From an optimization exercise on the open Yosys and OpenROAD flow, aimed at small area, a short achievable clock period and few clock cycles per item; shortcuts taken in it are not production practice. Function was checked by simulation only, so behaviour that the tests miss may differ from the original. Power is estimated from default activity; no workload was simulated.

$ cat flow/flow/run.sh
#!/bin/bash
# Standard ORFS layout with two changes: the port buffers are buf_1, and
# synthesis maps the logic with the ABC script in flow/abc_area.script (a variant of ORFS's area script)
# (a copy of ORFS's scripts folder with only that file replaced).
set -euo pipefail
export BUFFER_PORTS_ARGS="-buffer_cell sky130_fd_sc_hd__buf_1"
rm -rf scripts_mod
cp -r "$FLOW_HOME/scripts" scripts_mod
cp flow/abc_area.script scripts_mod/abc_area.script
bash standard.sh SCRIPTS_DIR="$PWD/scripts_mod" synth > flow_synth.log 2>&1
bash standard.sh finish > flow_make.log 2>&1
$ cat flow/flow/abc_area.script
strash
dch
if -K 4
mfs -W 8
strash
dch
map -B 0.9
topo
stime -c
buffer -c
upsize -c
dnsize -c
$ cat flow/standard.sh
#!/bin/bash
# synth_recipe.tcl (not shown) runs the flow's synth.tcl, then flattens the netlist and writes it again
# the make line also repeats each setting of config.mk as NAME=value (left out here)
make -C /OpenROAD-flow-scripts/flow DESIGN_CONFIG=/design/flow/config.mk WORK_HOME=/design/flow/orfs CLKGATE_MAP_FILE= SYNTH_SCRIPT=/design/flow/synth_recipe.tcl "${@:-finish}"
$ cat flow/config.mk
export PLATFORM = sky130hd
export DESIGN_NAME = bin2BCD
export DESIGN_NICKNAME = bin2BCD
export VERILOG_FILES = /design/flow/design.v
export SDC_FILE = /design/flow/constraint.sdc
export NUM_CORES = 4
export LEC_CHECK = 0
export ABC_AREA = 1
export CAP_MARGIN = 20
export CORE_MARGIN = 2
export CORE_UTILIZATION = 40
export PLACE_DENSITY = 0.95
export SLEW_MARGIN = 20
$ cat flow/constraint.sdc
create_clock -name core_clock -period 5.0 [get_ports {clk}]
set_input_delay 1.0000 -clock core_clock [delete_from_list [all_inputs] [get_ports {clk}]]
set_output_delay 1.0000 -clock core_clock [all_outputs]
set_load 0.01 [all_outputs]
$ cat flow/design.v
`timescale 1ns / 1ps
module bin2BCD(
    input           clk,
    input           rst,
    input           en,
    input   [11:0]  bin_d_in,
    output  [15:0]  bcd_d_out,
    output          rdy
    );
    function [3:0] add3;
        input [3:0] d;
        reg o3;
        begin
            o3 = d[3] | (d[2] & (d[1] | d[0]));
            add3[3] = o3;
            add3[2] = (d[2] & ~d[1] & ~d[0]) | (d[3] & d[0]);
            add3[1] = (d[3] & ~d[0]) | (d[1] & ~d[2]) | (d[1] & d[0]);
            add3[0] = d[0] ^ o3;
        end
    endfunction
    function [27:0] step;
        input [27:0] x;
        begin
            step = {add3(x[27:24]), add3(x[23:20]), add3(x[19:16]), add3(x[15:12]), x[11:0]} << 1;
        end
    endfunction
    reg  [27:0] s1, s2;
    reg  [24:10] mid;
    reg         result_rdy;
    integer i;
    always @(*) begin
        s1 = {16'b0, bin_d_in};
        for (i = 0; i < 10; i = i + 1)
            s1 = step(s1);
    end
    always @(posedge clk) begin
        mid        <= s1[24:10];
        result_rdy <= en & ~rst;
    end
    always @(*) begin
        s2 = 28'b0;
        s2[24:10] = mid;
        for (i = 10; i < 12; i = i + 1)
            s2 = step(s2);
    end
    assign bcd_d_out = s2[27:12];
    assign rdy       = result_rdy;
endmodule
==> results of run 1 <==
==> cell usage in the layout, fill, tap and decap left out <==
master	count
inv_1	38
o21ai_2	1
inv_2	10
o21bai_1	1
nand2_1	58
buf_1	30
o21ai_0	15
nand2_2	2
nand3_1	11
nor2_1	14
a21oi_2	1
clkbuf_4	3
a22oi_1	6
a21oi_1	5
o22ai_1	11
dfxtp_1	16
xor2_1	6
conb_1	1
nor2_2	1
o211ai_1	1
o22ai_2	1
o21ai_1	9
==> critical path, cell delays in order <==
cell,delay (ns)
buf_1,0.15
nand2_1,0.11
nand2_1,0.12
nand2_1,0.08
nand2_1,0.06
nand3_1,0.07
nand2_1,0.08
nand2_1,0.05
nand2_1,0.07
nand3_1,0.07
nand2_1,0.08
nand2_1,0.05
nand2_1,0.09
nand3_1,0.09
nand2_1,0.09
nand2_1,0.05
nand2_1,0.07
nand3_1,0.07
nand2_1,0.08
nand2_1,0.05
nand2_1,0.08
nand3_1,0.07
nand2_1,0.08
nand2_1,0.07
nand2_1,0.06
nand2_1,0.06
nand2_1,0.06
nand2_1,0.04
==> state kept, by name, summed over array words and instances (netlist names) <==
signal,flops
mid,15
result_rdy,1
==> cell families after synthesis <==
kind of cell    Yosys count  share of synthesized area [%]
compound gates           51                           24.8
simple gates             86                           28.1
other cells               1                          0.306
flops                    16                           26.2
xor+xnor                  6                           4.29
buf+inv                  51                           16.3
==> stage by stage <==
stage	total power [uW]	utilization [%]	area, sq um	hold WS (ns)	worst slack, ns
4_1_cts	626	46.4	1380	0.804	2.06
3_3_place_gp	548	45.6	1360	1.09	1.90
2_1_floorplan	466	-	1220	1.03	2.22
6_report	619	46.4	1380	0.816	2.07
5_1_grt	690	46.4	1380	0.818	1.66
3_5_place_dp	562	45.6	1360	1.10	1.81
==> layer usage <==
metal | wire length, microns | vias up | part of all wire (%) | track usage (%)
met5 | 0 | - | 0 | 0
met2 | 1120 | 31 | 50 | 27.0
met4 | 24 | 0 | 1.1 | 7.79
met3 | 86 | 2 | 3.8 | 1.31
met1 | 1000 | 551 | 45 | 14.3
li1 | - | 731 | - | -
==> where the power goes <==
group          switching [uW]  leakage (uW)  total, uW  internal (uW)
clock network            33.2     0.0000138       61.1           27.9
registers                21.7      0.000134        182            160
logic                     244      0.000580        376            133
total                     299      0.000728        619            320
==> final timing paths <==
path,from,to,cells past startpoint
worst max-delay path,bin_d_in[11],mid[13],28
worst min-delay path,bin_d_in[2],mid[12],1
==> final cells by class <==
cell class / instances / area, sq um
Inverter: 48 / 180
Sequential cell: 16 / 320
Multi-Input combinational cell: 144 / 704
Tap cell: 33 / 41.3
Timing Repair Buffer: 30 / 113
Fill cell: 307 / 1600
Clock buffer: 3 / 22.5
==> flow_summary.yaml, run 1 <==
pwr:
  power_density_nw_per_um2: 448
  ir_drop_v: 0.000110
  p_leak_uw: 0.000728
cells_and_area:
  area_delta_synth_final_pct: 12.9
  final_nets: 258
  num_antenna_cells: 0
  finalNonFillerCells: 274
  drive_above_1_share_pct: 7.88
clock_tree:
  htree_levels: 1
  cts_buffers: 3
  cts_sinks: 16
  clk_pin_slew_worst_paths_ns: 0.08
  postCtsHoldBufs: 0
  postCtsSetupBuffers: 0
  post_cts_resized: 0
  root_buffer: "clkbuf_4"
  cts_buffer_depth: 2
  cts_tree: "done"
grt:
  grt_pass1_vias: 1113
  grt_max_degree: 9
  grt.overflow.total: 0
  grt_pass1_wl_microns: 3840
  antenna_found_initial: 0
  grt_use_total_pct: 14.0
yosys:
  syn_avg_cell_area_sq_um: 5.80
  synth_commonest_cells: "nand2_1, inv_1, dfxtp_1, o21ai_0, nor2_1"
  ys_seq_area_share_pct: 26.2
  yosysMostFrequentCell: "nand2_1"
  synth-edff-count: 0
  synth_area_leaders: "dfxtp_1, nand2_1, inv_1"
  yosysTopAreaCellShare_pct: 26.2
  synthFlopType: "dfxtp_1"
  synth_cell_types: 22
  mappedNetlistArea_sq_um: 1220
  syn_nets: 226
  netlist_instances: 211
  ys_warn_count: 1
  synth_largest_area_cell: "dfxtp_1"
  ys_ff_latch: 16
  async_flop_share_pct: 0
sta:
  rsz0062_at_grt: "no"
  hold_viol_final: 0
  fin_crit_ns: 2.93
  maxSlewViolCount: 0
  fmax_mhz: 342
  setup_viol: 0
  post-route-period-util_pct: 58.5
  fin_setup_tns_ns: 0
place:
  placedCellCount: 271
  globalplace.congestion: 0.782
  dp_hpwl_microns: 1950
  port_buffers: 30
drt:
  drc: 0
  firstDrtPassIters: 4
  ant_nets: 0
  vias: 1315
  first_iter_violations: 33
  viasPerCell: 4.80
  wl_per_cell_microns: 8.16
  wirelength_microns: 2240
hold_path:
  hold_class: "in -> reg"
worst_setup_path:
  cp.required_ns: 5.17
  cp.arrival_ns: 3.10
  cp-end-kind: "flip-flop"
  setup.worst_path.start_class: "primary input"
  worst-setup-path-type: "in -> reg"
  cp_max_fo: 4
floorplan:
  core_sq_um: 2980
  rows: 20
  die_area_sq_um: 3520
  die-height_microns: 59.3
  design.portCount: 32
  die_w_microns: 59.3
  initial_utilization_pct: 41.1
status:
  status: "timing/DRC/antenna clean"
job:
  maxCapViolations: 0
Testbench counts, summed over its fixed seeds: cycles 8,000, items 4,000.
==> run 2, diff against run 1 <==
==> flow/flow/abc_area.script (replaced) <==
strash
balance
dch
if -K 4
mfs -W 12
strash
dch -f
map -B 0.9
topo
stime -c
buffer -c
upsize -c
dnsize -c
--- a/flow/config.mk
+++ b/flow/config.mk
@@ -10,4 +10,3 @@
 export CORE_MARGIN = 2
 export CORE_UTILIZATION = 40
-export PLACE_DENSITY = 0.95
 export SLEW_MARGIN = 20
==> run 2 against run 1 <==
Against the previous run:
- sequential share of layout area shrank 1.2 points
- sequential power is essentially flat
- largest power group unchanged
- worst hold slack lost 0.0073 ns
- flip-flop and latch count is the same
- highest routed layer unchanged
- global-route usage shrank 0.96 points
- combinational power grew 2%
- maximum frequency grew 1.2%
- die area grew 3.8%
- clock-buffer cell count grew 1
- via count shrank 1.8%
- final cell count grew 4.7%
- largest cell class unchanged
- core utilization grew 1.4 points
- still clean
- critical path type unchanged
==> flow_summary.yaml, run 2 <==
worst_setup_path:
  cp-end-kind: "flip-flop"
  slowest_stage: "buf_1"
  max_stage_delay_ns: 0.24
  crit_family: "simple AND/OR/NAND/NOR gates"
  cp.arrival_ns: 3.06
  cp_cell_sequence: "buf_1 > nand3_1 > o21ai_0 > inv_1 > o22ai_1 > inv_2 > nand3_1 > nand2_1 > nand2_1 > nand2_1 > nand2_1 > inv_2 > nand2_1 > nand2_1 > o21ai_2 > inv_1 > o21ai_1 > o21ai_0"
  cp_max_fo: 4
  cp.required_ns: 5.17
  critical_path.n_buffers_inverters: 5
  worst-setup-path-type: "in -> reg"
  setup.worst_path.start_class: "primary input"
  path_common_cell: "nand2_1"
cells_and_area:
  largest_registers: "mid (15), result_rdy (1)"
  largest_reg_flops: 15
  area_delta_synth_final_pct: 14.5
  num_antenna_cells: 0
  final_common_cell: "nand2_1"
  top_register: "mid"
  final_nets: 259
  layout_common_cells: "nand2_1, inv_1, buf_1"
  finish.utilization_pct: 47.8
  drive_above_1_share_pct: 11.5
place:
  dp_hpwl_microns: 1850
  globalplace.congestion: 0.770
  port_buffers: 30
clock_tree:
  postCtsSetupBuffers: 0
  postCtsHoldBufs: 0
  post_cts_resized: 0
  cts_buffer_depth: 2
  root_buffer: "clkbuf_4"
  htree_levels: 1
  clk_pin_slew_worst_paths_ns: 0.08
  cts_buffers: 3
  cts_tree: "done"
  cts_sinks: 16
sta:
  fin_setup_tns_ns: 0
  rsz0062_at_grt: "no"
  hold_viol_final: 0
  setup_viol: 0
  fin_crit_ns: 2.89
  post-route-period-util_pct: 57.8
  maxSlewViolCount: 0
  hold_slack_ns: 0.808
  fmax_mhz: 346
yosys:
  ys_ff_latch: 16
  async_flop_share_pct: 0
  yosysTopAreaCellShare_pct: 25.1
  synth_cell_types: 22
  ys_warn_count: 1
  synth_commonest_cells: "nand2_1, inv_1, o21ai_0, dfxtp_1, nor2_1"
  synthFlopType: "dfxtp_1"
  syn_avg_cell_area_sq_um: 6.01
  mappedNetlistArea_sq_um: 1270
  syn_nets: 227
  netlist_instances: 212
  synth_largest_area_cell: "dfxtp_1"
  yosysMostFrequentCell: "nand2_1"
  ys_seq_area_share_pct: 25.1
  synth-edff-count: 0
  synth_area_leaders: "dfxtp_1, nand2_1, inv_1"
job:
  maxCapViolations: 0
hold_path:
  hold_class: "in -> reg"
floorplan:
  design.portCount: 32
  die_w_microns: 60.4
  die-height_microns: 60.4
  die_area_sq_um: 3650
  rows: 20
  core_sq_um: 3050
  initial_utilization_pct: 41.7
drt:
  ant_nets: 0
  first_iter_violations: 40
  wl_per_cell_microns: 7.43
  drc: 0
  viasPerCell: 4.50
  vias: 1291
  wirelength_microns: 2130
  firstDrtPassIters: 4
grt:
  grt_max_degree: 10
  grt_use_total_pct: 13.0
  antenna_found_initial: 0
  grt_pass1_vias: 1003
  grt.overflow.total: 0
  grt_pass1_wl_microns: 3730
pwr:
  ir_drop_v: 0.000106
  p_total_uw: 644
  p_leak_uw: 0.000751
  power_density_nw_per_um2: 441
status:
  status: "timing/DRC/antenna clean"
==> run 2: changes by cell type after synthesis, sizes merged <==
cell,before,now
o21ai,25,30
nand2,60,58
nor2,15,13
o22ai,12,10
inv,48,50
==> run 2: logic make-up after synthesis <==
group | after synthesis | synth area share [%]
other cells | 1 | 0.294
simple gates | 82 | 27.2
flops | 16 | 25.1
xor+xnor | 6 | 4.13
buf+inv | 53 | 16.2
compound gates | 54 | 27.0
==> run 2: metrics by stage <==
stage,setup WS (ns),cells,instance area (sq um)
6_report,2.11,287,1460
3_5_place_dp,1.81,283,1420
5_1_grt,1.74,287,1460
4_1_cts,2.08,287,1460
2_1_floorplan,2.21,212,1270
3_3_place_gp,1.81,283,1420
==> run 2: final cells by class <==
| class | count | area (sq um) |
|---|---|---|
| fillers | 339 | 1590 |
| multi-input cells | 143 | 747 |
| flip-flops and latches | 16 | 320 |
| inverters | 50 | 188 |
| repair buffers | 30 | 113 |
| well taps | 44 | 55.1 |
| clock buffers | 4 | 36.3 |
==> run 2: report_power, final <==
group          leakage [uW]  internal, uW  switching, uW
sequential         0.000134           160           21.4
combinational      0.000596           137            246
clock             0.0000210          44.3           36.0
total              0.000751           341            303
==> run 2: path summary, 6_finish.rpt <==
check,from,endpoint,slack [ns],cells past startpoint
hold / removal,bin_d_in[2],mid[12],0.81,1
setup / recovery,bin_d_in[11],mid[18],2.11,18
==> run 2: routing by layer <==
metal	up-vias	GRT usage [%]	wire, microns
li1	733	-	-
met1	535	17.6	1100
met2	19	20.2	928
met3	4	1.28	64
met4	0	7.45	43
met5	-	0	0
==> run 3, diff against run 2 <==
==> flow/flow/abc_area.script (replaced) <==
strash
balance
dch
if -K 4 -a
mfs -W 8
strash
dch -f
map -B 0.9
topo
stime -c
upsize -c
dnsize -c
==> run 3 against run 2 <==
Against the previous run:
- total power up 1.1%
- flip-flop and latch count unchanged
- setup slack worse by 0.028 ns
==> flow_summary.yaml, run 3 <==
status:
  status: "timing/DRC/antenna clean"
yosys:
  synth-edff-count: 0
  mappedNetlistArea_sq_um: 1250
  yosysTopAreaCellShare_pct: 25.5
  syn_nets: 222
  netlist_instances: 207
  yosysMostFrequentCell: "nand2_1"
  synth_commonest_cells: "nand2_1, clkinv_1, dfxtp_1, o21ai_0, inv_2"
  synth_area_leaders: "dfxtp_1, nand2_1, clkinv_1"
  syn_avg_cell_area_sq_um: 6.06
  ys_warn_count: 1
  ys_seq_area_share_pct: 25.5
  synth_largest_area_cell: "dfxtp_1"
  synthFlopType: "dfxtp_1"
  async_flop_share_pct: 0
  ys_ff_latch: 16
  synth_cell_types: 25
clock_tree:
  cts_buffers: 3
  htree_levels: 1
  cts_buffer_depth: 2
  root_buffer: "clkbuf_4"
  cts_sinks: 16
  clk_pin_slew_worst_paths_ns: 0.08
  postCtsSetupBuffers: 0
  post_cts_resized: 0
  postCtsHoldBufs: 0
  cts_tree: "done"
cells_and_area:
  largest_reg_flops: 15
  num_antenna_cells: 0
  multi_input_area_sq_um: 743
  final_common_cell: "nand2_1"
  drive_above_1_share_pct: 16.4
  layout_common_cells: "nand2_1, buf_1, clkinv_1"
  largest_registers: "mid (15), result_rdy (1)"
  top_register: "mid"
  finalNonFillerCells: 282
  area_delta_synth_final_pct: 14.8
  final_nets: 254
  ff_latch_area_sq_um: 320
  fillers: 340
floorplan:
  die_area_sq_um: 3600
  core_sq_um: 3030
  rows: 20
  design.portCount: 32
  initial_utilization_pct: 41.4
  die_w_microns: 60.0
  die-height_microns: 60.0
grt:
  grt_pass1_wl_microns: 3770
  antenna_found_initial: 0
  grt_max_degree: 10
  grt_pass1_vias: 1005
  grt_use_total_pct: 13.2
  grt.overflow.total: 0
sta:
  fmax_mhz: 343
  setup_viol: 0
  hold_viol_final: 0
  maxSlewViolCount: 0
  fin_crit_ns: 2.92
  fin_setup_tns_ns: 0
  post-route-period-util_pct: 58.4
  rsz0062_at_grt: "no"
worst_setup_path:
  cp_cell_sequence: "nor2_1 > clkinv_1 > a21oi_1 > xor2_1 > nor2_1 > o21ai_0 > xor2_1 > buf_1"
  max_stage_delay_ns: 0.33
  cp.arrival_ns: 1.92
  cp.required_ns: 4.00
  slowest_stage: "dfxtp_1"
  cp_max_fo: 3
  crit_family: "compound AO/OA/AOI/OAI gates"
  critical_path.n_buffers_inverters: 2
  worst-setup-path-type: "reg -> out"
  cp-end-kind: "output pin"
  setup.worst_path.start_class: "flip-flop"
place:
  placedCellCount: 278
  dp_hpwl_microns: 1820
  port_buffers: 30
  globalplace.congestion: 0.708
job:
  maxCapViolations: 0
drt:
  wl_per_cell_microns: 7.30
  ant_nets: 0
  wirelength_microns: 2060
  first_iter_violations: 23
  firstDrtPassIters: 4
  drc: 0
  vias: 1265
  viasPerCell: 4.49
pwr:
  p_leak_uw: 0.000644
  ir_drop_v: 0.000116
  power_density_nw_per_um2: 452
hold_path:
  hold_class: "in -> reg"
==> run 3: cell types whose count changed in the layout (fill, tap and decap cells not counted), moves of 4 or more <==
cell	before	now
clkinv_1	0	24
inv_1	44	7
inv_2	6	15
nand2_1	49	45
o21ai_1	6	10
==> run 3: through the flow <==
stage | area (sq um) | util (%) | hold slack, ns | total power [uW] | setup slack [ns]
floorplan | 1250 | - | 1.03 | 484 | 2.18
CTS | 1440 | 47.6 | 0.807 | 658 | 2.05
detailed placement | 1400 | 46.4 | 1.10 | 577 | 1.82
finish | 1440 | 47.6 | 0.810 | 651 | 2.08
global route | 1440 | 47.6 | 0.803 | 729 | 1.71
global placement | 1400 | 46.4 | 1.09 | 577 | 1.81
==> run 3: layout make-up <==
class | instances | area share [%]
Clock buffer | 4 | 2.52
Inverter | 46 | 12.0
Multi-Input combinational cell | 142 | 51.6
Sequential cell | 16 | 22.2
Tap cell | 44 | 3.82
Timing Repair Buffer | 30 | 7.82
==> run 3: power by group <==
part	switching [uW]	total, uW	internal [uW]	leakage [uW]
registers	22.5	183	160	0.000134
clock network	36.0	80.3	44.3	0.0000210
logic	249	388	139	0.000489
total	308	651	343	0.000644
==> run 3: worst paths after layout <==
check              startpoint      endpoint  slack, ns  cells past startpoint
setup / recovery      mid[12]  bcd_d_out[1]       2.08                      8
hold / removal    bin_d_in[2]       mid[12]       0.81                      1
==> run 3: cell families after synthesis <==
family	count (synthesis)	share of synthesized area [%]
other	1	0.299
AND/OR/NAND/NOR	82	28.7
flip-flops	16	25.5
buffers and inverters	49	15.3
XOR/XNOR	6	4.19
AO/OA/AOI/OAI	53	26.0
==> run 3: layer usage <==
metal,vias up,track usage [%],wire (microns)
met5,-,0,0
met4,0,5.71,42
met3,4,1.30,55
met2,21,20.8,877
met1,515,18.1,1080
li1,725,-,-
==> run 4, diff against run 3 <==
==> flow/flow/abc_area.script (replaced) <==
strash
dch
if -K 4
mfs -W 8
strash
dch
map -B 0.9
topo
stime -c
buffer -c
upsize -c
dnsize -c
--- a/flow/config.mk
+++ b/flow/config.mk
@@ -9,4 +9,4 @@
 export CAP_MARGIN = 20
 export CORE_MARGIN = 2
-export CORE_UTILIZATION = 40
+export CORE_UTILIZATION = 55
 export SLEW_MARGIN = 20
==> run 4 against run 3 <==
Against the previous run:
- sequential share of layout area is 1.1 points higher
- via count rose by 4.0%
- critical path depth is the same
- routed wire length rose by 13%
- first-iteration DRC count is 22% higher
- clock power is 24% lower
- combinational power fell by 1%
- sequential power about the same
- synthesized cell count is 1.9% higher
- non-clock buffer count did not move
- global-route usage rose by 7.0 points
- largest power group unchanged
==> flow_summary.yaml, run 4 <==
status:
  status: "timing/DRC/antenna clean"
clock_tree:
  cts_buffers: 3
  cts_tree: "done"
  cts_buffer_depth: 2
  postCtsHoldBufs: 0
  clk_pin_slew_worst_paths_ns: 0.08
  post_cts_resized: 0
  root_buffer: "clkbuf_4"
  cts_sinks: 16
  htree_levels: 1
  postCtsSetupBuffers: 0
sta:
  maxSlewViolCount: 0
  fin_crit_ns: 2.93
  rsz0062_at_grt: "no"
  fmax_mhz: 341
  fin_setup_tns_ns: 0
  hold_viol_final: 0
  post-route-period-util_pct: 58.7
  setup_viol: 0
worst_setup_path:
  crit_family: "compound AO/OA/AOI/OAI gates"
  worst-setup-path-type: "reg -> out"
  setup.worst_path.start_class: "flip-flop"
  cp.arrival_ns: 1.93
  max_stage_delay_ns: 0.33
  cp.required_ns: 4.00
  cp_max_fo: 3
  critical_path.n_buffers_inverters: 2
  cp_cell_sequence: "nor2_1 > inv_1 > a21oi_1 > xor2_1 > nor2_1 > o21ai_0 > xor2_1 > buf_1"
  slowest_stage: "dfxtp_1"
  cp-end-kind: "output pin"
yosys:
  syn_avg_cell_area_sq_um: 5.80
  ys_seq_area_share_pct: 26.2
  synth_cell_types: 22
  synthFlopType: "dfxtp_1"
  yosysMostFrequentCell: "nand2_1"
  syn_nets: 226
  netlist_instances: 211
  synth_area_leaders: "dfxtp_1, nand2_1, inv_1"
  yosysTopAreaCellShare_pct: 26.2
  synth_commonest_cells: "nand2_1, inv_1, dfxtp_1, o21ai_0, nor2_1"
  mappedNetlistArea_sq_um: 1220
  ys_ff_latch: 16
  async_flop_share_pct: 0
  ys_warn_count: 1
  synth-edff-count: 0
  synth_largest_area_cell: "dfxtp_1"
cells_and_area:
  top_register: "mid"
  ff_latch_area_sq_um: 320
  final_nets: 258
  drive_above_1_share_pct: 7.88
  largest_reg_flops: 15
  final_common_cell: "nand2_1"
  layout_common_cells: "nand2_1, inv_1, buf_1"
  area_delta_synth_final_pct: 12.4
  finalNonFillerCells: 269
  multi_input_area_sq_um: 704
  num_antenna_cells: 0
  largest_registers: "mid (15), result_rdy (1)"
  fillers: 210
hold_path:
  hold_start: "bin_d_in[2]"
  min_to: "mid[12]"
  hold_class: "in -> reg"
  hold_depth: 1
job:
  maxCapViolations: 0
floorplan:
  die_area_sq_um: 2620
  die-height_microns: 51.2
  core_sq_um: 2150
  initial_utilization_pct: 57.0
  rows: 17
  design.portCount: 32
  die_w_microns: 51.2
place:
  placedCellCount: 266
  dp_hpwl_microns: 1970
  port_buffers: 30
  globalplace.congestion: 0.726
drt:
  wl_per_cell_microns: 8.63
  ant_nets: 0
  firstDrtPassIters: 4
  viasPerCell: 4.89
  vias: 1315
  drc: 0
  first_iter_violations: 28
  wirelength_microns: 2320
grt:
  antenna_found_initial: 0
  grt.overflow.total: 0
  grt_pass1_wl_microns: 4180
  use_met2_pct: 38.5
  grt_pass1_vias: 1155
  grt.busiest_layer: "met2"
  grt_max_degree: 9
  use_met3_pct: 1.17
  use_met1_pct: 22.6
  grt_use_total_pct: 20.2
pwr:
  ir_drop_v: 0.000251
  p_leak_uw: 0.000728
  power_density_nw_per_um2: 455
-- run 4: cell types whose count changed in the layout (fill, tap and decap cells not counted), moves of 5 or more --
cell,previous run,this run
clkinv_1,24,0
inv_1,7,38
inv_2,15,10
nand2_1,45,58
nand2_2,12,2
-- run 4: cells by family after synthesis --
group           after synthesis  synth area share, %
flops                        16                 26.2
other cells                   1                0.306
compound gates               51                 24.8
simple gates                 86                 28.1
buf+inv                      51                 16.3
xor+xnor                      6                 4.29
-- run 4: metrics by stage --
stage               worst slack (ns)  utilization [%]  cell area [sq um]  total power (uW)  hold WS [ns]
global route                    1.72             64.0               1380               697         0.809
finish                          2.07             64.0               1380               626         0.814
global placement                1.94             63.0               1350               544          1.09
floorplan                       2.22                -               1220               466          1.03
CTS                             2.07             64.0               1380               630         0.806
detailed placement              1.79             63.0               1350               568          1.10
-- run 4: worst max path at each step --
stage / startpoint / endpoint / slack [ns] / depth (start not counted)
after floorplan: bin_d_in[9] / mid[13] / 2.22 / 28
after global placement: bin_d_in[11] / mid[17] / 1.94 / 21
after detailed placement: bin_d_in[11] / mid[17] / 1.79 / 21
after CTS: mid[16] / bcd_d_out[5] / 2.07 / 8
after global routing: bin_d_in[11] / mid[13] / 1.72 / 22
final: mid[16] / bcd_d_out[5] / 2.07 / 8
-- run 4: layout make-up --
cell class              instances  share of cell area [%]
flip-flops and latches         16                    23.3
repair buffers                 30                    8.19
inverters                      48                    13.1
clock buffers                   3                    1.64
multi-input cells             144                    51.2
well taps                      28                    2.55
-- run 4: where the power goes --
group / switching (uW) / internal, uW / leakage, uW
Clock: 33.2 / 27.9 / 0.0000138
Sequential: 21.8 / 160 / 0.000134
Combinational: 251 / 133 / 0.000580
Total: 306 / 320 / 0.000728
-- run 4: per-layer routing --
metal  routed length (microns)  share of wire (%)
met1                      1040                 45
met2                      1160                 50
met3                        86                3.7
met4                        38                1.6
met5                         0                  0
==> run 5, diff against run 4 <==
==> flow/flow/abc_area.script (replaced) <==
strash
dc2
dch
if -K 4
mfs -W 8
strash
dc2
dch -f
map -B 0.9
topo
stime -c
buffer -c
upsize -c
dnsize -c
--- a/flow/config.mk
+++ b/flow/config.mk
@@ -10,3 +10,4 @@
 export CORE_MARGIN = 2
 export CORE_UTILIZATION = 55
+export PLACE_DENSITY = 0.8
 export SLEW_MARGIN = 20
==> run 5 against run 4 <==
Against the previous run:
- total power is essentially flat
- core utilization grew 3.9 points
- routed wire length grew 6.5%
- worst hold slack lost 0.015 ns
- clock power grew 35%
- setup slack lost 0.11 ns
- area after synthesis shrank 1.2%
==> flow_summary.yaml, run 5 <==
worst_setup_path:
  critical_path.n_buffers_inverters: 4
  cp.arrival_ns: 3.24
  worst-setup-path-type: "in -> reg"
  path_common_cell: "nand2_1"
  cp_max_fo: 5
  crit_family: "simple AND/OR/NAND/NOR gates"
  setup.worst_path.start_class: "primary input"
  cp.required_ns: 5.19
  slowest_stage: "o22ai_1"
  max_stage_delay_ns: 0.23
  critical_path_depth: 26
  cp-end-kind: "flip-flop"
grt:
  grt_pass1_wl_microns: 4430
  grt_max_degree: 10
  grt_pass1_vias: 1162
  grt_use_total_pct: 22.0
  antenna_found_initial: 0
  grt.overflow.total: 0
sta:
  setup_viol: 0
  fin_setup_tns_ns: 0
  maxSlewViolCount: 0
  fin_crit_ns: 3.05
  rsz0062_at_grt: "no"
  post-route-period-util_pct: 60.9
  fmax_mhz: 328
  hold_viol_final: 0
yosys:
  syn_avg_cell_area_sq_um: 5.92
  synth_largest_area_cell: "dfxtp_1"
  ys_warn_count: 1
  synth-edff-count: 0
  synth_area_leaders: "dfxtp_1, nand2_1, inv_1"
  synthFlopType: "dfxtp_1"
  ys_ff_latch: 16
  mappedNetlistArea_sq_um: 1210
  netlist_instances: 204
  async_flop_share_pct: 0
  synth_commonest_cells: "nand2_1, inv_1, o21ai_0, dfxtp_1, nor2_1"
  ys_seq_area_share_pct: 26.5
  synth_cell_types: 22
  syn_nets: 219
  yosysTopAreaCellShare_pct: 26.5
  yosysMostFrequentCell: "nand2_1"
place:
  globalplace.congestion: 0.807
  port_buffers: 30
  dp_hpwl_microns: 2030
drt:
  wirelength_microns: 2470
  drc: 0
  first_iter_violations: 39
  firstDrtPassIters: 4
  ant_nets: 0
  viasPerCell: 5.04
  wl_per_cell_microns: 9.44
  vias: 1320
clock_tree:
  cts_sinks: 16
  post_cts_resized: 0
  htree_levels: 1
  root_buffer: "clkbuf_4"
  postCtsSetupBuffers: 0
  postCtsHoldBufs: 0
  cts_buffer_depth: 2
  cts_tree: "done"
  cts_buffers: 3
  clk_pin_slew_worst_paths_ns: 0.08
floorplan:
  initial_utilization_pct: 59.8
  die_area_sq_um: 2590
  die-height_microns: 50.9
  core_sq_um: 2020
  die_w_microns: 50.9
  rows: 16
  design.portCount: 32
cells_and_area:
  final_nets: 251
  drive_above_1_share_pct: 6.81
  multi_input_area_sq_um: 697
  area_delta_synth_final_pct: 13.6
  largest_registers: "mid (15), result_rdy (1)"
  top_register: "mid"
  layout_common_cells: "nand2_1, inv_1, buf_1"
  fillers: 198
  largest_reg_flops: 15
  final_common_cell: "nand2_1"
  num_antenna_cells: 0
  ff_latch_area_sq_um: 320
hold_path:
  hold_depth: 1
  hold_class: "in -> reg"
pwr:
  power_density_nw_per_um2: 457
  ir_drop_v: 0.000237
  p_total_uw: 627
  p_leak_uw: 0.000716
job:
  maxCapViolations: 0
status:
  status: "timing/DRC/antenna clean"
==> run 5: path summary, 6_finish.rpt <==
kind / start / endpoint
setup / recovery: bin_d_in[11] / mid[17]
hold / removal: bin_d_in[1] / mid[11]
==> run 5: layer usage <==
layer | global-route usage, % | vias to the layer above | wire [microns]
li1 | - | 718 | -
met1 | 25.1 | 561 | 1130
met2 | 40.8 | 36 | 1210
met3 | 1.75 | 5 | 87
met4 | 11.3 | 0 | 50
met5 | 0 | - | 0
==> run 5: power by group <==
part	switching [uW]	internal (uW)
Combinational	239	126
Clock	37.9	44.4
Sequential	21.4	158
Total	299	328
==> run 5: cell families after synthesis <==
logic type	synth area share, %
buffers and inverters	15.8
and+or+nand+nor	26.3
xor gates and xnor gates	4.35
DFF	26.5
AOI/OAI and AO/OA	26.7
other	0.310
==> run 5: cell type report <==
| type | instances | share of cell area, % |
|---|---|---|
| Clock buffer | 4 | 2.64 |
| Inverter | 46 | 12.6 |
| Multi-Input combinational cell | 139 | 50.8 |
| Sequential cell | 16 | 23.3 |
| Tap cell | 27 | 2.46 |
| Timing Repair Buffer | 30 | 8.20 |
==> run 5: stage by stage <==
step	instances	cell area [sq um]	hold WS, ns	setup WS [ns]	utilization (%)
floorplan	204	1210	1.03	2.20	-
global placement	258	1340	1.09	1.83	66.1
detailed placement	258	1340	1.09	1.69	66.1
CTS	262	1370	0.787	2.00	67.9
global route	262	1370	0.790	1.51	67.9
finish	262	1370	0.799	1.95	67.9
==> run 6, diff against run 5 <==
==> flow/flow/abc_area.script (replaced) <==
strash
dch
if -K 4
mfs -W 8
strash
dch
map -B 0.9
topo
stime -c
buffer -c
upsize -c
dnsize -c
--- a/flow/config.mk
+++ b/flow/config.mk
@@ -9,5 +9,4 @@
 export CAP_MARGIN = 20
 export CORE_MARGIN = 2
-export CORE_UTILIZATION = 55
-export PLACE_DENSITY = 0.8
+export CORE_UTILIZATION = 70
 export SLEW_MARGIN = 20
==> run 6 against run 5 <==
Against the previous run:
- first-iteration DRC count shrank 51%
- final cell count shrank 1.1%
- area after synthesis grew 1.2%
- sequential power is essentially flat
- flip-flop and latch count is the same
- clock-buffer cell count is the same
- sequential share of layout area is essentially flat
- largest cell class unchanged
- highest routed layer unchanged
- critical path type unchanged
- setup slack gained 0.15 ns
- die area shrank 19%
- synthesized cell count grew 3.4%
- still clean
==> flow_summary.yaml, run 6 <==
floorplan:
  design.portCount: 32
  die_w_microns: 45.8
  core_sq_um: 1690
  initial_utilization_pct: 72.4
  rows: 15
  die_area_sq_um: 2100
  die-height_microns: 45.8
yosys:
  synth_largest_area_cell: "dfxtp_1"
  syn_avg_cell_area_sq_um: 5.80
  netlist_instances: 211
  syn_nets: 226
  synth_area_leaders: "dfxtp_1, nand2_1, inv_1"
  yosysMostFrequentCell: "nand2_1"
  ys_ff_latch: 16
  ys_warn_count: 1
  mappedNetlistArea_sq_um: 1220
  synthFlopType: "dfxtp_1"
  synth_commonest_cells: "nand2_1, inv_1, dfxtp_1, o21ai_0, nor2_1"
  async_flop_share_pct: 0
  synth_cell_types: 22
  yosysTopAreaCellShare_pct: 26.2
  synth-edff-count: 0
  ys_seq_area_share_pct: 26.2
cells_and_area:
  largest_registers: "mid (15), result_rdy (1)"
  area_delta_synth_final_pct: 12.4
  final_nets: 258
  num_antenna_cells: 0
  design_area_sq_um: 1380
  largest_reg_flops: 15
  top_register: "mid"
  fillers: 114
  final_common_cell: "nand2_1"
  drive_above_1_share_pct: 8.26
  layout_common_cells: "nand2_1, inv_1, buf_1"
  finalNonFillerCells: 259
drt:
  first_iter_violations: 19
  wl_per_cell_microns: 8.51
  drc: 0
  viasPerCell: 5.04
  firstDrtPassIters: 4
  ant_nets: 0
  vias: 1305
  wirelength_microns: 2200
pwr:
  seqPwrFrac_pct: 28.4
  ir_drop_v: 0.000270
  power.switching_uw: 308
  p_clk_share_pct: 12.7
  p_total_uw: 645
  power_density_nw_per_um2: 469
  p_leak_uw: 0.000735
  swShare_pct: 47.8
  p_int_uw: 337
  combPwrFrac_pct: 59.0
grt:
  antenna_found_initial: 0
  grt_pass1_vias: 942
  use_met2_pct: 41.4
  use_met3_pct: 3.57
  grt_use_total_pct: 21.7
  grt_pass1_wl_microns: 3350
  grt_max_degree: 10
  grt.overflow.total: 0
  grt.busiest_layer: "met2"
  use_met1_pct: 23.1
place:
  globalplace.congestion: 0.776
  placedCellCount: 255
  port_buffers: 30
  dpl-instance-area_sq_um: 1340
  dp_hpwl_microns: 1870
worst_setup_path:
  cp_max_fo: 4
  setup.worst_path.start_class: "primary input"
  cp.arrival_ns: 3.09
  cp-end-kind: "flip-flop"
  cp.required_ns: 5.19
  worst-setup-path-type: "in -> reg"
clock_tree:
  cts_sinks: 16
  clk_pin_slew_worst_paths_ns: 0.08
  htree_levels: 1
  cts_buffer_depth: 2
  root_buffer: "clkbuf_4"
  postCtsSetupBuffers: 0
  postCtsHoldBufs: 0
  post_cts_resized: 0
  cts_tree: "done"
  cts_buffers: 3
status:
  status: "timing/DRC/antenna clean"
sta:
  maxSlewViolCount: 0
  fin_setup_tns_ns: 0
  post-route-period-util_pct: 58.0
  fmax_mhz: 345
  fin_crit_ns: 2.90
  hold_viol_final: 0
  setup_viol: 0
  rsz0062_at_grt: "no"
hold_path:
  hold_class: "in -> reg"
job:
  maxCapViolations: 0
## run 6: final timing paths
| path | startpoint | to | depth (start not counted) |
|---|---|---|---|
| min | bin_d_in[0] | mid[10] | 1 |
| max | bin_d_in[11] | mid[17] | 22 |
## run 6: stage by stage
step	util [%]	hold WS (ns)	setup slack, ns
after detailed placement	79.3	1.09	1.80
after CTS	81.4	0.794	2.10
after floorplan	-	1.03	2.22
final	81.4	0.801	2.10
after global routing	81.4	0.795	1.71
after global placement	79.3	1.09	1.94
## run 6: layout make-up
cell class	instances	area (sq um)	area share (%)
clock buffers	4	36.3	2.64
well taps	17	21.3	1.55
flip-flops and latches	16	320	23.3
repair buffers	30	113	8.19
multi-input cells	144	704	51.2
inverters	48	180	13.1
## run 6: cells by family after synthesis
family          Yosys count  share of synthesized area [%]
compound gates           51                           24.8
buf+inv                  51                           16.3
simple gates             86                           28.1
xor+xnor                  6                           4.29
flops                    16                           26.2
other cells               1                          0.306
## run 6: metal layers
metal	vias up	wire, microns	part of all wire, %
li1	738	-	-
met1	542	1050	48
met2	23	1080	49
met3	2	59	2.7
met4	0	13	0.59
met5	-	0	0
## run 6: power by group through the flow
stage | registers, uW | clock network, uW | logic, uW
2_1_floorplan | 180 | 0 | 286
3_3_place_gp | 183 | 0 | 360
3_5_place_dp | 185 | 0 | 378
4_1_cts | 182 | 84.1 | 379
5_1_grt | 187 | 90.7 | 435
6_report | 183 | 81.7 | 380
## run 6: critical path, stage by stage
cell and delay (ns):
buf_1 0.15, nand2_1 0.11, nand2_1 0.07, nand2_1 0.08, inv_1 0.06, nand2_1 0.04, o21ai_1 0.12, nand2_1 0.10
o22ai_1 0.21, inv_2 0.09, o21ai_1 0.21, nand2_1 0.12, nand2_1 0.08, o21ai_1 0.08, nand2_1 0.11, nand2_2 0.08
inv_2 0.07, nand2_1 0.06, nand2_1 0.06, nand2_1 0.07, nand2_1 0.06, nand2_1 0.04
==> run 7, diff against run 6 <==
--- a/flow/config.mk
+++ b/flow/config.mk
@@ -9,4 +9,4 @@
 export CAP_MARGIN = 20
 export CORE_MARGIN = 2
-export CORE_UTILIZATION = 70
+export CORE_UTILIZATION = 47
 export SLEW_MARGIN = 20
==> run 7 against run 6 <==
Against the previous run:
- first-iteration DRC count grew 32%
- clock-buffer cell count is the same
- clock power is essentially flat
- die area grew 44%
- maximum frequency shrank 1.1%
- flip-flop and latch count is the same
- still clean on timing, DRC and antenna
- global-route usage shrank 5.9 points
- design area grew 1.2%
==> flow_summary.yaml, run 7 <==
status:
  status: "timing/DRC/antenna clean"
floorplan:
  core_sq_um: 2480
  die_area_sq_um: 3030
  initial_utilization_pct: 49.4
  design.portCount: 32
  rows: 18
  die_w_microns: 55.0
  die-height_microns: 55.0
yosys:
  synth-edff-count: 0
  syn_nets: 226
  synth_largest_area_cell: "dfxtp_1"
  synth_area_leaders: "dfxtp_1, nand2_1, inv_1"
  netlist_instances: 211
  synth_commonest_cells: "nand2_1, inv_1, dfxtp_1, o21ai_0, nor2_1"
  async_flop_share_pct: 0
  synth_cell_types: 22
  ys_seq_area_share_pct: 26.2
  syn_avg_cell_area_sq_um: 5.80
  ys_ff_latch: 16
  ys_warn_count: 1
  mappedNetlistArea_sq_um: 1220
  synthFlopType: "dfxtp_1"
  yosysMostFrequentCell: "nand2_1"
  yosysTopAreaCellShare_pct: 26.2
clock_tree:
  cts_buffers: 3
  postCtsHoldBufs: 0
  htree_levels: 1
  postCtsSetupBuffers: 0
  root_buffer: "clkbuf_4"
  cts_sinks: 16
  clk_pin_slew_worst_paths_ns: 0.09
  cts_buffer_depth: 2
  cts_tree: "done"
  post_cts_resized: 0
grt:
  grt_pass1_vias: 932
  antenna_found_initial: 0
  grt_max_degree: 10
  grt_pass1_wl_microns: 3520
  grt_use_total_pct: 15.7
  grt.overflow.total: 0
cells_and_area:
  top_register: "mid"
  ff_latch_area_sq_um: 320
  num_antenna_cells: 0
  drive_above_1_share_pct: 8.26
  design_area_sq_um: 1390
  layout_common_cells: "nand2_1, inv_1, buf_1"
  final_nets: 258
  largest_reg_flops: 15
  final_common_cell: "nand2_1"
  fillers: 250
  largest_registers: "mid (15), result_rdy (1)"
  finalNonFillerCells: 272
  multi_input_area_sq_um: 704
  area_delta_synth_final_pct: 13.7
drt:
  first_iter_violations: 25
  firstDrtPassIters: 4
  wl_met1_microns: 1090
  wl_met2_microns: 1020
  highest_layer: "met4"
  drc: 0
  viasPerCell: 4.81
  wl_per_cell_microns: 8.14
  ant_nets: 0
  wl_met3_microns: 87
  wirelength_microns: 2210
  vias: 1307
pwr:
  ir_drop_v: 0.000344
  p_total_uw: 640
  p_leak_uw: 0.000735
  power_density_nw_per_um2: 460
sta:
  hold_slack_ns: 0.808
  maxSlewViolCount: 0
  fin_crit_ns: 2.93
  rsz0062_at_grt: "no"
  hold_viol_final: 0
  setup_viol: 0
  fin_setup_tns_ns: 0
  post-route-period-util_pct: 58.7
  fmax_mhz: 341
worst_setup_path:
  cp-end-kind: "flip-flop"
  setup.worst_path.start_class: "primary input"
  cp_max_fo: 4
  cp.arrival_ns: 3.11
  worst-setup-path-type: "in -> reg"
  cp.required_ns: 5.18
place:
  port_buffers: 30
  globalplace.congestion: 0.688
  placedCellCount: 268
  dp_hpwl_microns: 1880
  dpl-instance-area_sq_um: 1360
hold_path:
  hold_depth: 1
  hold_class: "in -> reg"
job:
  maxCapViolations: 0
## run 7: per-stage QoR
step | utilization, % | setup WS (ns)
finish | 56.2 | 2.07
global route | 56.2 | 1.69
CTS | 56.2 | 2.08
detailed placement | 54.7 | 1.79
global placement | 54.7 | 1.90
floorplan | - | 2.22
## run 7: layout make-up
cell class | count | share of cell area, %
tap | 30 | 2.70
timing repair buffer | 30 | 8.09
clock buffer | 4 | 2.61
inverter | 48 | 12.9
multi-input combinational | 144 | 50.6
sequential | 16 | 23.0
## run 7: worst max-delay path, cell delays in order
cell     delay, ns
buf_1         0.16
nand2_1       0.12
nand2_1       0.12
nand2_1       0.08
nand2_1       0.06
nand3_1       0.06
nand2_1       0.08
nand2_1       0.06
nand2_1       0.08
nand3_1       0.07
nand2_1       0.08
nand2_1       0.06
nand2_1       0.08
nand3_1       0.07
nand2_1       0.09
nand2_1       0.05
nand2_1       0.07
nand3_1       0.06
nand2_1       0.08
nand2_1       0.06
nand2_1       0.08
nand3_1       0.07
nand2_1       0.09
nand2_1       0.07
nand2_1       0.06
nand2_1       0.06
nand2_1       0.06
nand2_1       0.05
## run 7: final timing paths
path                         start       to  slack (ns)
worst max-delay path  bin_d_in[11]  mid[13]        2.07
worst min-delay path   bin_d_in[1]  mid[11]        0.81
## run 7: logic make-up after synthesis
family                 Yosys count  synth area share [%]
AND/OR/NAND/NOR                 86                  28.1
AO/OA/AOI/OAI                   51                  24.8
XOR/XNOR                         6                  4.29
buffers and inverters           51                  16.3
other                            1                 0.306
flip-flops                      16                  26.2
## run 7: power breakdown
part / total, uW / internal (uW) / switching, uW
logic: 375 / 133 / 242
registers: 183 / 160 / 23.3
clock network: 81.6 / 44.2 / 37.3
## run 7: routing by layer
| layer | up-vias | track usage (%) |
|---|---|---|
| li1 | 728 | - |
| met1 | 544 | 18.9 |
| met2 | 33 | 27.2 |
| met3 | 2 | 2.42 |
| met4 | 0 | 7.72 |
| met5 | - | 0 |
==> run 8, diff against run 7 <==
--- a/flow/config.mk
+++ b/flow/config.mk
@@ -9,4 +9,6 @@
 export CAP_MARGIN = 20
 export CORE_MARGIN = 2
-export CORE_UTILIZATION = 47
+export CORE_UTILIZATION = 40
+export GPL_ROUTABILITY_DRIVEN = 0
+export GPL_TIMING_DRIVEN = 0
 export SLEW_MARGIN = 20
==> run 8 against run 7 <==
Against the previous run:
- via count down 2.2%
- largest cell class unchanged
- design area up 1.6%
- sequential share of layout area down 0.37 points
- largest power group unchanged
- first-iteration DRC count up 44%
==> flow_summary.yaml, run 8 <==
status:
  status: "timing/DRC/antenna clean"
cells_and_area:
  final_common_cell: "nand2_1"
  final_nets: 261
  largest_registers: "mid (15), result_rdy (1)"
  area_delta_synth_final_pct: 15.5
  num_antenna_cells: 0
  largest_reg_flops: 15
  drive_above_1_share_pct: 8.98
  top_register: "mid"
  layout_common_cells: "nand2_1, inv_1, buf_1"
  finalNonFillerCells: 278
clock_tree:
  cts_tree: "done"
  postCtsHoldBufs: 0
  cts_buffers: 3
  postCtsSetupBuffers: 0
  cts_buffer_depth: 2
  root_buffer: "clkbuf_4"
  cts_sinks: 16
  post_cts_resized: 0
  htree_levels: 1
  clk_pin_slew_worst_paths_ns: 0.09
drt:
  first_iter_violations: 36
  drc: 0
  wl_per_cell_microns: 7.41
  wirelength_microns: 2060
  firstDrtPassIters: 4
  viasPerCell: 4.60
  ant_nets: 0
  vias: 1278
floorplan:
  rows: 20
  initial_utilization_pct: 41.1
  die_w_microns: 59.3
  die_area_sq_um: 3520
  core_sq_um: 2980
  die-height_microns: 59.3
  design.portCount: 32
grt:
  grt_pass1_wl_microns: 3600
  grt_pass1_vias: 959
  grt_use_total_pct: 12.9
  antenna_found_initial: 0
  grt_max_degree: 10
  grt.overflow.total: 0
yosys:
  synth_cell_types: 22
  synth_commonest_cells: "nand2_1, inv_1, dfxtp_1, o21ai_0, nor2_1"
  synth_compound_area_share_pct: 24.8
  syn_nets: 226
  ys_warn_count: 1
  synth_top_family_by_area: "simple AND/OR/NAND/NOR gates"
  synth_largest_area_cell: "dfxtp_1"
  synth-edff-count: 0
  yosys.area_share.simple_pct: 28.1
  mappedNetlistArea_sq_um: 1220
  async_flop_share_pct: 0
  ys_seq_area_share_pct: 26.2
  ys_ff_latch: 16
  synth_area_leaders: "dfxtp_1, nand2_1, inv_1"
  synth_xor_area_share_pct: 4.29
  synth_fa_ha_area_share_pct: 0
  synthFlopType: "dfxtp_1"
  yosysTopAreaCellShare_pct: 26.2
  synth_mux_area_share_pct: 0
  netlist_instances: 211
  syn_avg_cell_area_sq_um: 5.80
  yosysMostFrequentCell: "nand2_1"
hold_path:
  min_to: "mid[11]"
  hold_start: "bin_d_in[1]"
  hold_depth: 1
  hold_class: "in -> reg"
worst_setup_path:
  critical_path.n_buffers_inverters: 3
  cp.required_ns: 5.23
  path_common_cell: "nand2_1"
  crit_family: "simple AND/OR/NAND/NOR gates"
  cp_max_fo: 4
  cp_cell_sequence: "buf_1 > nand2_1 > nand2_1 > nand2_1 > inv_1 > nand2_1 > o21ai_1 > nand2_1 > o22ai_1 > inv_2 > o21ai_1 > nand2_1 > nand2_1 > o21ai_1 > o21ai_0 > nand2_1 > nand2_1 > nand2_1 > nand2_1 > nand2_1 > nand2_1"
  critPathLaunch: "bin_d_in[11]"
  setup.worst_path.start_class: "primary input"
  worst-setup-path-type: "in -> reg"
  cp.arrival_ns: 3.13
  slowest_stage: "o22ai_1"
  max_stage_delay_ns: 0.20
  cp-end-kind: "flip-flop"
sta:
  rsz0062_at_grt: "no"
  fin_crit_ns: 2.90
  post-route-period-util_pct: 58.0
  hold_viol_final: 0
  setup_viol: 0
  maxSlewViolCount: 0
  fin_setup_tns_ns: 0
  fmax_mhz: 345
place:
  dp_hpwl_microns: 1750
  port_buffers: 30
  placedCellCount: 274
pwr:
  power_density_nw_per_um2: 449
  p_total_uw: 635
  ir_drop_v: 0.000110
  p_leak_uw: 0.000747
job:
  maxCapViolations: 0
==> run 8: cell counts after synthesis <==
Identical to the previous run, type by type.
==> run 8: cells by family after synthesis <==
kind of cell	after synthesis
DFF	16
other	1
buffers and inverters	51
xor gates and xnor gates	6
and+or+nand+nor	86
AOI/OAI and AO/OA	51
==> run 8: routing by layer <==
| layer | vias to the layer above | global-route usage (%) | wire length (microns) |
|---|---|---|---|
| met3 | 2 | 1.31 | 44 |
| met1 | 521 | 17.6 | 1140 |
| li1 | 740 | - | - |
| met4 | 0 | 6.82 | 19 |
| met2 | 15 | 19.8 | 853 |
| met5 | - | 0 | 0 |
==> run 8: how the worst max path moves through the flow <==
stage,endpoint,cells past startpoint
3_5_place_dp,mid[13],28
5_1_grt,mid[13],21
2_1_floorplan,mid[13],28
4_1_cts,bcd_d_out[5],8
6_report,mid[13],21
3_3_place_gp,mid[13],20
==> run 8: layout make-up <==
type                       count  area [sq um]
multi-input combinational    144           704
clock buffer                   4          36.3
timing repair buffer          30           113
tap                           33          41.3
buffer                         3          18.8
sequential                    16           320
inverter                      48           180
fill                         326          1560
==> run 8: power breakdown <==
group	switching, uW	internal (uW)	total, uW
Combinational	239	134	373
Sequential	21.7	160	182
Clock	35.9	44.3	80.2
Total	297	338	635
==> run 8: metrics by stage <==
| step | instance area, sq um | utilization (%) | setup slack [ns] | hold slack (ns) |
|---|---|---|---|---|
| 3_5_place_dp | 1380 | 46.3 | 1.80 | 1.10 |
| 6_report | 1410 | 47.5 | 2.10 | 0.802 |
| 4_1_cts | 1410 | 47.5 | 2.10 | 0.797 |
| 3_3_place_gp | 1380 | 46.3 | 1.81 | 1.09 |
| 2_1_floorplan | 1220 | - | 2.22 | 1.03 |
| 5_1_grt | 1410 | 47.5 | 1.61 | 0.788 |
==> run 9, diff against run 8 <==
--- a/flow/flow/run.sh
+++ b/flow/flow/run.sh
@@ -5,4 +5,5 @@
 set -euo pipefail
 export BUFFER_PORTS_ARGS="-buffer_cell sky130_fd_sc_hd__buf_1"
+export CTS_ARGS="-sink_clustering_enable -repair_clock_nets -sink_clustering_size 20 -sink_clustering_max_diameter 200"
 rm -rf scripts_mod
 cp -r "$FLOW_HOME/scripts" scripts_mod
--- a/flow/config.mk
+++ b/flow/config.mk
@@ -10,5 +10,3 @@
 export CORE_MARGIN = 2
 export CORE_UTILIZATION = 40
-export GPL_ROUTABILITY_DRIVEN = 0
-export GPL_TIMING_DRIVEN = 0
 export SLEW_MARGIN = 20
==> run 9 against run 8 <==
Against the previous run:
- sequential power barely moved
- maximum frequency rose by 0.11%
- sequential share of layout area rose by 0.30 points
- total power barely moved
- global-route usage fell by 0.16 points
- clock power barely moved
- flip-flop and latch count did not move
- routed wire length rose by 1.3%
- largest power group unchanged
- setup slack improved by 0.0032 ns
- critical endpoint unchanged
- worst hold slack improved by 0.0063 ns
- combinational power barely moved
- non-clock buffer count fell by 3
==> flow_summary.yaml, run 9 <==
worst_setup_path:
  cp-end-kind: "flip-flop"
  critPathLaunch: "bin_d_in[11]"
  setup.worst_path.start_class: "primary input"
  cp_max_fo: 4
  cp.arrival_ns: 3.08
  worst-setup-path-type: "in -> reg"
  cp.required_ns: 5.18
sta:
  fin_ws_ns: 2.10
  fmax_mhz: 345
  rsz0062_at_grt: "no"
  fin_crit_ns: 2.90
  setup_viol: 0
  maxSlewViolCount: 0
  fin_setup_tns_ns: 0
  hold_viol_final: 0
  post-route-period-util_pct: 57.9
yosys:
  synth-edff-count: 0
  ys_ff_latch: 16
  syn_avg_cell_area_sq_um: 5.80
  synth_commonest_cells: "nand2_1, inv_1, dfxtp_1, o21ai_0, nor2_1"
  yosysTopAreaCellShare_pct: 26.2
  netlist_instances: 211
  ys_warn_count: 1
  synth_cell_types: 22
  ys_seq_area_share_pct: 26.2
  async_flop_share_pct: 0
  synthFlopType: "dfxtp_1"
  mappedNetlistArea_sq_um: 1220
  yosysMostFrequentCell: "nand2_1"
  synth_largest_area_cell: "dfxtp_1"
  synth_area_leaders: "dfxtp_1, nand2_1, inv_1"
  syn_nets: 226
cells_and_area:
  final_common_cell: "nand2_1"
  design_area_sq_um: 1400
  largest_reg_flops: 15
  num_antenna_cells: 0
  drive_above_1_share_pct: 8.26
  layout_common_cells: "nand2_1, inv_1, buf_1"
  area_delta_synth_final_pct: 14.0
  final_nets: 258
  top_register: "mid"
  finish.utilization_pct: 46.8
  largest_registers: "mid (15), result_rdy (1)"
place:
  pre_cts_slack_ns: 1.79
  dpl-instance-area_sq_um: 1360
  dp_hpwl_microns: 1800
  port_buffers: 30
  globalplace.congestion: 0.754
floorplan:
  initial_utilization_pct: 41.1
  rows: 20
  die-height_microns: 59.3
  die_area_sq_um: 3520
  design.portCount: 32
  core_sq_um: 2980
  die_w_microns: 59.3
clock_tree:
  post_cts_resized: 0
  cts_tree: "done"
  cts_sinks: 16
  postCtsSetupBuffers: 0
  root_buffer: "clkbuf_4"
  htree_levels: 1
  cts_buffers: 3
  cts_buffer_depth: 2
  postCtsHoldBufs: 0
  clk_pin_slew_worst_paths_ns: 0.09
drt:
  drc: 0
  vias: 1287
  wirelength_microns: 2090
  first_iter_violations: 47
  viasPerCell: 4.68
  wl_per_cell_microns: 7.59
  firstDrtPassIters: 4
  ant_nets: 0
hold_path:
  hold_start: "bin_d_in[2]"
  min_to: "mid[12]"
  hold_class: "in -> reg"
  hold_depth: 1
grt:
  grt_pass1_vias: 950
  grt.overflow.total: 0
  antenna_found_initial: 0
  grt_use_total_pct: 12.7
  grt_pass1_wl_microns: 3590
  grt_max_degree: 10
status:
  status: "timing/DRC/antenna clean"
pwr:
  p_leak_uw: 0.000735
  power_density_nw_per_um2: 455
  ir_drop_v: 0.000116
job:
  maxCapViolations: 0
run 9: cell counts after synthesis:
No cell type changed its count.
run 9: logic make-up (layout without fill, tap and decap cells):
group	count (synthesis)	in the layout	share of synthesized area, %
buffers and inverters	51	82	16.3
XOR/XNOR	6	6	4.29
AND/OR/NAND/NOR	86	86	28.1
other	1	1	0.306
AO/OA/AOI/OAI	51	51	24.8
flip-flops	16	16	26.2
run 9: worst max-delay path by stage:
stage | cells after the start | end
final | 28 | mid[13]
after global routing | 28 | mid[13]
after CTS | 28 | mid[13]
after global placement | 28 | mid[13]
after detailed placement | 28 | mid[13]
after floorplan | 28 | mid[13]
run 9: area by class of cell:
class	count	area [sq um]
fill	340	1580
inverter	48	180
clock buffer	4	36.3
tap	33	41.3
timing repair buffer	30	113
multi-input combinational	144	704
sequential	16	320
run 9: metal layers:
| layer | up-vias | wire length [microns] | GRT usage [%] |
|---|---|---|---|
| met1 | 527 | 1150 | 18.2 |
| met4 | 0 | 0 | 6.82 |
| met2 | 26 | 884 | 19.0 |
| met3 | 0 | 49 | 0.655 |
| met5 | - | 0 | 0 |
| li1 | 734 | - | - |
run 9: report_power, final:
part	internal (uW)	switching (uW)	leakage (uW)
logic	133	241	0.000580
registers	160	21.9	0.000134
clock network	44.2	35.9	0.0000210
total	337	298	0.000735
run 9: worst max-delay path, cell delays in order:
cell     delay (ns)
buf_1          0.16
nand2_1        0.12
nand2_1        0.12
nand2_1        0.07
nand2_1        0.06
nand3_1        0.06
nand2_1        0.08
nand2_1        0.05
nand2_1        0.07
nand3_1        0.07
nand2_1        0.08
nand2_1        0.05
nand2_1        0.08
nand3_1        0.07
nand2_1        0.08
nand2_1        0.05
nand2_1        0.08
nand3_1        0.07
nand2_1        0.09
nand2_1        0.05
nand2_1        0.09
nand3_1        0.07
nand2_1        0.08
nand2_1        0.07
nand2_1        0.06
nand2_1        0.07
nand2_1        0.06
nand2_1        0.04
run 9: per-stage QoR:
step / power (uW) / hold slack, ns / std cells
detailed placement: 560 / 1.10 / 271
global placement: 560 / 1.09 / 271
finish: 635 / 0.808 / 275
global route: 712 / 0.797 / 275
CTS: 640 / 0.804 / 275
floorplan: 466 / 1.03 / 211
==> run 10, diff against run 9 <==
--- a/flow/flow/run.sh
+++ b/flow/flow/run.sh
@@ -5,5 +5,5 @@
 set -euo pipefail
 export BUFFER_PORTS_ARGS="-buffer_cell sky130_fd_sc_hd__buf_1"
-export CTS_ARGS="-sink_clustering_enable -repair_clock_nets -sink_clustering_size 20 -sink_clustering_max_diameter 200"
+export SETUP_MOVE_SEQUENCE="sizeup,swap"
 rm -rf scripts_mod
 cp -r "$FLOW_HOME/scripts" scripts_mod
--- a/flow/config.mk
+++ b/flow/config.mk
@@ -10,3 +10,6 @@
 export CORE_MARGIN = 2
 export CORE_UTILIZATION = 40
+export PLACE_DENSITY = 0.8
+export SETUP_SLACK_MARGIN = 2.6
 export SLEW_MARGIN = 20
+export TNS_END_PERCENT = 0
==> run 10 against run 9 <==
Against the previous run:
- clock-buffer cell count is 1 lower
- area after synthesis unchanged
- via count is 2.3% higher
- synthesized cell count unchanged
- die area stayed put
- total power increased by 1.5%
- design area is 10% higher
- combinational power is 7.5% higher
- first-iteration DRC count is 15% lower
- critical path type unchanged
- largest cell class unchanged
==> flow_summary.yaml, run 10 <==
sta:
  hold_viol_final: 0
  maxSlewViolCount: 0
  fin_crit_ns: 2.78
  post-route-period-util_pct: 55.6
  fmax_mhz: 360
  fin_ws_ns: 2.22
  setup_viol: 0
  fin_setup_tns_ns: 0
  rsz0062_at_grt: "yes"
yosys:
  synth_xor_area_share_pct: 4.29
  ys_seq_area_share_pct: 26.2
  synth_mux_area_share_pct: 0
  yosys.area_share.simple_pct: 28.1
  synth_cell_types: 22
  synth_largest_area_cell: "dfxtp_1"
  synthFlopType: "dfxtp_1"
  ys_ff_latch: 16
  synth_compound_area_share_pct: 24.8
  synth-edff-count: 0
  ys_warn_count: 1
  synth_area_leaders: "dfxtp_1, nand2_1, inv_1"
  synth_fa_ha_area_share_pct: 0
  syn_nets: 226
  syn_avg_cell_area_sq_um: 5.80
  synth_top_family_by_area: "simple AND/OR/NAND/NOR gates"
  netlist_instances: 211
  yosysMostFrequentCell: "nand2_1"
  async_flop_share_pct: 0
  yosysTopAreaCellShare_pct: 26.2
  synth_commonest_cells: "nand2_1, inv_1, dfxtp_1, o21ai_0, nor2_1"
  mappedNetlistArea_sq_um: 1220
drt:
  drc: 0
  wl_per_cell_microns: 8.41
  firstDrtPassIters: 6
  ant_nets: 0
  vias: 1317
  first_iter_violations: 40
  wirelength_microns: 2310
  viasPerCell: 4.81
floorplan:
  rows: 20
  core_sq_um: 2980
  initial_utilization_pct: 41.1
  die_area_sq_um: 3520
  die_w_microns: 59.3
  design.portCount: 32
  die-height_microns: 59.3
grt:
  grt_use_total_pct: 13.1
  grt_pass1_wl_microns: 3780
  grt_max_degree: 9
  antenna_found_initial: 0
  grt_pass1_vias: 1109
  grt.overflow.total: 0
worst_setup_path:
  cp-end-kind: "flip-flop"
  slowest_stage: "o22ai_1"
  worst-setup-path-type: "in -> reg"
  cp_max_fo: 5
  cp.required_ns: 5.17
  setup.worst_path.start_class: "primary input"
  cp.arrival_ns: 2.95
  cp_cell_sequence: "buf_8 > inv_2 > a21oi_4 > nand3_1 > o21ai_1 > inv_2 > o22ai_1 > inv_2 > o22ai_2 > inv_2 > o21ai_1 > o21ai_0 > nand2_2 > nand2_2 > nand2_1 > nand2_1 > nand2_1 > nand2_1"
  max_stage_delay_ns: 0.22
place:
  globalplace.congestion: 0.801
  dp_hpwl_microns: 1840
  port_buffers: 30
  pre_cts_slack_ns: 1.62
clock_tree:
  postCtsSetupBuffers: 0
  cts_buffer_depth: 2
  clk_pin_slew_worst_paths_ns: 0.08
  cts_sinks: 16
  cts_tree: "done"
  postCtsHoldBufs: 0
  cts_buffers: 3
  root_buffer: "clkbuf_4"
  htree_levels: 1
cells_and_area:
  final_common_cell: "nand2_1"
  num_antenna_cells: 0
  final_nets: 258
  drive_above_1_share_pct: 18.3
  top_register: "mid"
  area_delta_synth_final_pct: 25.8
  largest_reg_flops: 15
  largest_registers: "mid (15), result_rdy (1)"
  layout_common_cells: "nand2_1, inv_1, buf_1"
status:
  status: "timing/DRC/antenna clean"
job:
  maxCapViolations: 0
pwr:
  power_density_nw_per_um2: 419
  ir_drop_v: 0.000128
  p_leak_uw: 0.000774
hold_path:
  hold_class: "in -> reg"
run 10: cell counts after synthesis:
No cell type changed its count.
run 10: where the power goes:
group	internal [uW]	switching (uW)	total (uW)
Sequential	160	23.9	184
Combinational	146	255	401
Clock	27.8	32.4	60.2
Total	334	311	645
run 10: cells by family (layout without fill, tap and decap cells):
family / after synthesis / in the layout
buffers and inverters: 51 / 81
other: 1 / 1
AND/OR/NAND/NOR: 86 / 86
flip-flops: 16 / 16
XOR/XNOR: 6 / 6
AO/OA/AOI/OAI: 51 / 51
run 10: area by class of cell:
type / instances / area, sq um
clock buffers: 3 / 22.5
fillers: 297 / 1440
inverters: 48 / 188
multi-input cells: 144 / 816
flip-flops and latches: 16 / 320
well taps: 33 / 41.3
repair buffers: 30 / 151
run 10: what timing repair did:
action,in CTS,in global routing
hold endpoints to repair,0,0
pin swaps,7,4
resized for setup,33,10
setup endpoints to repair,24,23
gates cloned,0,0
run 10: routing by layer:
metal  routed length, microns  track usage, %  vias up  part of all wire (%)
li1                         -               -      736                     -
met1                     1060            14.3      560                    46
met2                     1180            26.1       21                    51
met3                       64           0.655        0                   2.8
met4                        0            4.55        0                     0
met5                        0               0        -                     0
run 10: worst max-delay path, delay by kind of cell:
| kind | cells | cell delay, ns |
|---|---|---|
| simple gates | 7 | 0.49 |
| buf+inv | 5 | 0.41 |
| compound gates | 6 | 1.05 |
run 10: final timing paths:
kind / start / endpoint / slack, ns / cells after the start
max: bin_d_in[10] / mid[13] / 2.22 / 18
min: bin_d_in[1] / mid[11] / 0.82 / 1
run 10: stage by stage:
| step | hold WS, ns | power, uW | util, % | area (sq um) | instances |
|---|---|---|---|---|---|
| floorplan | 1.03 | 467 | - | 1240 | 211 |
| global placement | 1.09 | 552 | 46.2 | 1380 | 271 |
| detailed placement | 1.10 | 562 | 46.2 | 1380 | 271 |
| CTS | 0.815 | 641 | 50.3 | 1500 | 274 |
| global route | 0.805 | 720 | 51.7 | 1540 | 274 |
| finish | 0.822 | 645 | 51.7 | 1540 | 274 |

-- what the ideal ports hide --
In the flow no input, the clock included, has a driving cell. The finished layouts below were timed again as built, in two steps.
Step 1 (the two cells are an assumption about what drives the block):
set clk [get_ports {clk}]
set_driving_cell -lib_cell sky130_fd_sc_hd__clkbuf_16 $clk
set_driving_cell -lib_cell sky130_fd_sc_hd__buf_2 [delete_from_list [all_inputs] $clk]
Step 2 moves the port delays by t, midway between the first and last clock arrival at a register: inputs arrive t later, outputs are due t later. That takes back most of the time a late clock gives input paths.
a / b / c = ideal ports / drivers / drivers and shift; a / b = the first two.
| run | t, ns | setup WS [ns] | worst setup path at the end | worst register clock-pin slew, ns |
|---|---|---|---|---|
| run 1 | 0.291 | 2.074 / 2.070 / 1.779 | input to register | 0.08 / 0.08 |
| run 2 | 0.297 | 2.108 / 2.086 / 1.813 | input to register | 0.08 / 0.08 |
| run 3 | 0.297 | 2.081 / 2.057 / 1.814 | input to register | 0.08 / 0.08 |
| run 4 | 0.291 | 2.067 / 2.045 / 1.799 | input to register | 0.08 / 0.08 |
| run 5 | 0.304 | 1.953 / 1.952 / 1.648 | input to register | 0.08 / 0.08 |
| run 6 | 0.298 | 2.099 / 2.082 / 1.794 | input to register | 0.08 / 0.08 |
| run 7 | 0.295 | 2.066 / 2.062 / 1.766 | input to register | 0.09 / 0.09 |
| run 8 | 0.297 | 2.100 / 2.100 / 1.803 | input to register | 0.09 / 0.09 |
| run 9 | 0.292 | 2.103 / 2.102 / 1.810 | input to register | 0.09 / 0.09 |
| run 10 | 0.280 | 2.221 / 2.188 / 1.908 | input to register | 0.08 / 0.08 |
After both steps every run listed still meets setup and hold. The setup slack of run 10, which loses most, moves by -0.033 ns with the drivers and by -0.313 ns with both steps.
